What follows belongs to an exercise in optimizing a design on an open flow for small area; a production flow would make more cautious choices. The RTL was checked by simulation tests, not by an equivalence proof against the original design. No activity file was given, so power comes from the tool's default toggle rates.

## usb_cdl
module usb_cdl(
    input logic clk,
    input logic n_rst,
    input logic hsel,
    input logic [7:0] haddr,
    input logic [1:0] hsize,
    input logic [1:0] htrans,
    input logic [2:0] hburst,
    input logic hwrite,
    input logic [31:0] hwdata,
    output logic [31:0] hrdata,
    output logic hresp,
    output logic hready,
    input logic dplus_in,
    input logic dminus_in,
    output logic dplus_out,
    output logic dminus_out,
    output logic d_mode
);
    logic [2:0] rx_packet;
    logic rx_data_ready, rx_transfer_active, rx_error, flush, store_rx_packet_data;
    logic [2:0] tx_packet;
    logic tx_data_ready, tx_transfer_active, tx_error, get_tx_packet_data;
    logic get_rx_data, store_rx_data, get_tx_data, store_tx_data, clear;
    logic [6:0] buffer_occupancy;
    logic [7:0] rx_data, tx_data, tx_packet_data, rx_packet_data;
    ahb_lite_slave_cdl DUT1(
		.clk(clk), .n_rst(n_rst),
        .rx_packet(rx_packet),
        .rx_data_ready(rx_data_ready),
        .rx_transfer_active(rx_transfer_active),
        .rx_error(rx_error),
        .buffer_occupancy(buffer_occupancy),
        .tx_transfer_active(tx_transfer_active),
        .tx_error(tx_error),
        .rx_data(rx_data),
        .get_rx_data(get_rx_data),
        .store_tx_data(store_tx_data),
        .tx_data(tx_data),
        .clear(clear),
        .tx_packet(tx_packet),
        .d_mode(d_mode),
        .hsel(hsel),
        .haddr(haddr),
        .hsize(hsize),
        .htrans(htrans),
        .hburst(hburst),
        .hwrite(hwrite),
        .hwdata(hwdata),
        .hrdata(hrdata),
        .hresp(hresp),
        .hready(hready)
    );
    usb_rx DUT2 (
		.clk(clk), .n_rst(n_rst),
        .dplus_in(dplus_in),
        .dminus_in(dminus_in),
        .buffer_occupancy(buffer_occupancy),
        .rx_packet(rx_packet),
        .rx_data_ready(rx_data_ready),
  ...
For scale: ~700 flip-flops.
export LEC_CHECK = 0
export CAP_MARGIN = 20
export CORE_MARGIN = 2
export CORE_UTILIZATION = 65
export CTS_BUF_LIST = sky130_fd_sc_hd__clkbuf_8
export CTS_CLUSTER_DIAMETER = 50
export CTS_CLUSTER_SIZE = 16
export SLEW_MARGIN = 20
export SYNTH_HIERARCHICAL = 1
export AREA_ABC_SCRIPT = /design/flow/flow/area.abc
export CTS_ARGS = -sink_clustering_enable -repair_clock_nets -sink_clustering_size 18 -sink_clustering_max_diameter 50 -buf_list sky130_fd_sc_hd__clkbuf_8 -dont_use_dummy_load
export BUFFER_PORTS_ARGS = -buffer_cell sky130_fd_sc_hd__buf_1
create_clock -name core_clock -period 10.0 [get_ports {clk}]
standard.sh (not shown) runs the stock make flow with config.mk's settings and CLKGATE_MAP_FILE= SYNTH_SCRIPT=/design/flow/synth_recipe.tcl, a recipe that flattens the netlist after the stock synthesis.
==> flow/flow/run.sh <==
#!/bin/bash
# Own layout flow: the standard flow (standard.sh) with
# - synthesis by flow/area_synth.tcl: the standard flow's synthesis script with an
#   area-oriented ABC mapping script (flow/area.abc);
# - a smaller clock tree: sink clusters of up to 18 flip-flops under clkbuf_8
#   leaf buffers, no dummy loads;
# - minimum-size (buf_1) port buffers.
# Each step's log is under orfs/logs/; standard.sh's output is in standard.log.
set -e
cat >> config.mk <<EOC
export AREA_ABC_SCRIPT = $PWD/flow/area.abc
export CTS_ARGS = -sink_clustering_enable -repair_clock_nets -sink_clustering_size 18 -sink_clustering_max_diameter 50 -buf_list sky130_fd_sc_hd__clkbuf_8 -dont_use_dummy_load
export BUFFER_PORTS_ARGS = -buffer_cell sky130_fd_sc_hd__buf_1
EOC
bash standard.sh SYNTH_SCRIPT=$PWD/flow/area_synth.tcl finish > standard.log 2>&1
==> flow/flow/area.abc <==
strash
&get -n
&fraig -x
&put
scorr
dc2
strash
&get -n
&dch -f
&nf -R 1000 -p -F 8 -A 4
&put
==> flow/flow/area_synth.tcl <==
# The standard flow's synthesis script (synth_recipe.tcl) with one change: ABC maps the
# logic with an area-oriented script (flow/area.abc, given by AREA_ABC_SCRIPT)
# instead of ORFS's delay-oriented one. Registers are mapped before ABC runs,
# so they are the same as in the standard synthesis.
proc synth {args} { yosys synth -nofsm -noshare {*}$args }
proc abc {args} {
  set i [lsearch -exact $args -script]
  if {$i >= 0} { set args [lreplace $args $i [expr {$i + 1}] -script $::env(AREA_ABC_SCRIPT)] }
  yosys abc {*}$args
}
source $::env(SCRIPTS_DIR)/synth.tcl
# left out here: clear keep_hierarchy, flatten, clean up, hide names made inside functions, write 1_2_yosys.v
The first run finished clean.
Edit:
--- a/flow/config.mk
+++ b/flow/config.mk
@@ -9,3 +9,3 @@
 export CORE_MARGIN = 2
-export CORE_UTILIZATION = 65
+export CORE_UTILIZATION = 70
 export CTS_BUF_LIST = sky130_fd_sc_hd__clkbuf_8
The new run ran to the end with no violations.
Synthesized cell count does not change.
Sequential share of layout area is higher by 0.13 points.
Clock skew rises by 19 ps.
Count of clock-buffer cells in the layout fell by 1.
Wire length decreases slightly.
Power shrinks slightly.

========
usb_cdl again, from the RTL that the note above started with.
clock: 10.0 ns
lec_check: 0
cap_margin: 20
core_margin: 2
core_utilization: 70
cts_buf_list: sky130_fd_sc_hd__clkbuf_8
cts_cluster_diameter: 50
cts_cluster_size: 16
slew_margin: 20
synth_hierarchical: 1
area_abc_script: /design/flow/flow/area.abc
cts_args: -sink_clustering_enable -repair_clock_nets -sink_clustering_size 18 -sink_clustering_max_diameter 50 -buf_list sky130_fd_sc_hd__clkbuf_8 -dont_use_dummy_load
buffer_ports_args: -buffer_cell sky130_fd_sc_hd__buf_1
==> flow/flow/area.abc <==
strash
&get -n
&fraig -x
&put
scorr
dc2
strash
balance -l; resub -K 6 -l; rewrite -l; resub -K 6 -N 2 -l; refactor -l; resub -K 8 -l; balance -l; resub -K 8 -N 2 -l; rewrite -l; resub -K 10 -l; rewrite -z -l; resub -K 10 -N 2 -l; balance -l; resub -K 12 -l; refactor -z -l; resub -K 12 -N 2 -l; rewrite -z -l; balance -l
strash
&get -n
&dch -f
&nf -R 1000 -p -F 8 -A 4
&put
Scripts as last shown in full above: flow/flow/run.sh, flow/flow/area_synth.tcl
The first run produced a clean layout.
Edit:
- CORE_UTILIZATION: 70 -> 65
=> The new run passed the timing, DRC and antenna checks. Area after synthesis is unchanged. Routed wire length drops by about 1.9%. Sequential power hardly moves. Flip-flop and latch count stays the same. Final cell count climbs by 0.75%. Clock power stays flat. Total power is about the same.

## static timing again, ports no longer ideal
How much do the figures lean on ideal ports? The routed layouts below were timed once more, with nothing changed but the port constraints.
Step 1 assumes that a clkbuf_16 drives the clock port and a buf_2 every other input.
Step 2 also shifts input and output timing later by t, the mid clock arrival at the registers, as if the neighbouring blocks saw the same clock.
Three values: no drivers, after step 1, after step 2; two values: the first two.
run	t, ns	setup WS [ns]	worst register clock-pin slew, ns
the first run of note 1	0.709	3.982 / 3.963 / 3.963	0.11 / 0.11
the second run of note 1	0.724	3.831 / 3.810 / 3.810	0.11 / 0.11
the first run of note 2	0.712	3.909 / 3.888 / 3.888	0.11 / 0.11
the second run of note 2	0.707	3.805 / 3.785 / 3.785	0.11 / 0.11
After both steps setup and hold are still met in every run listed.
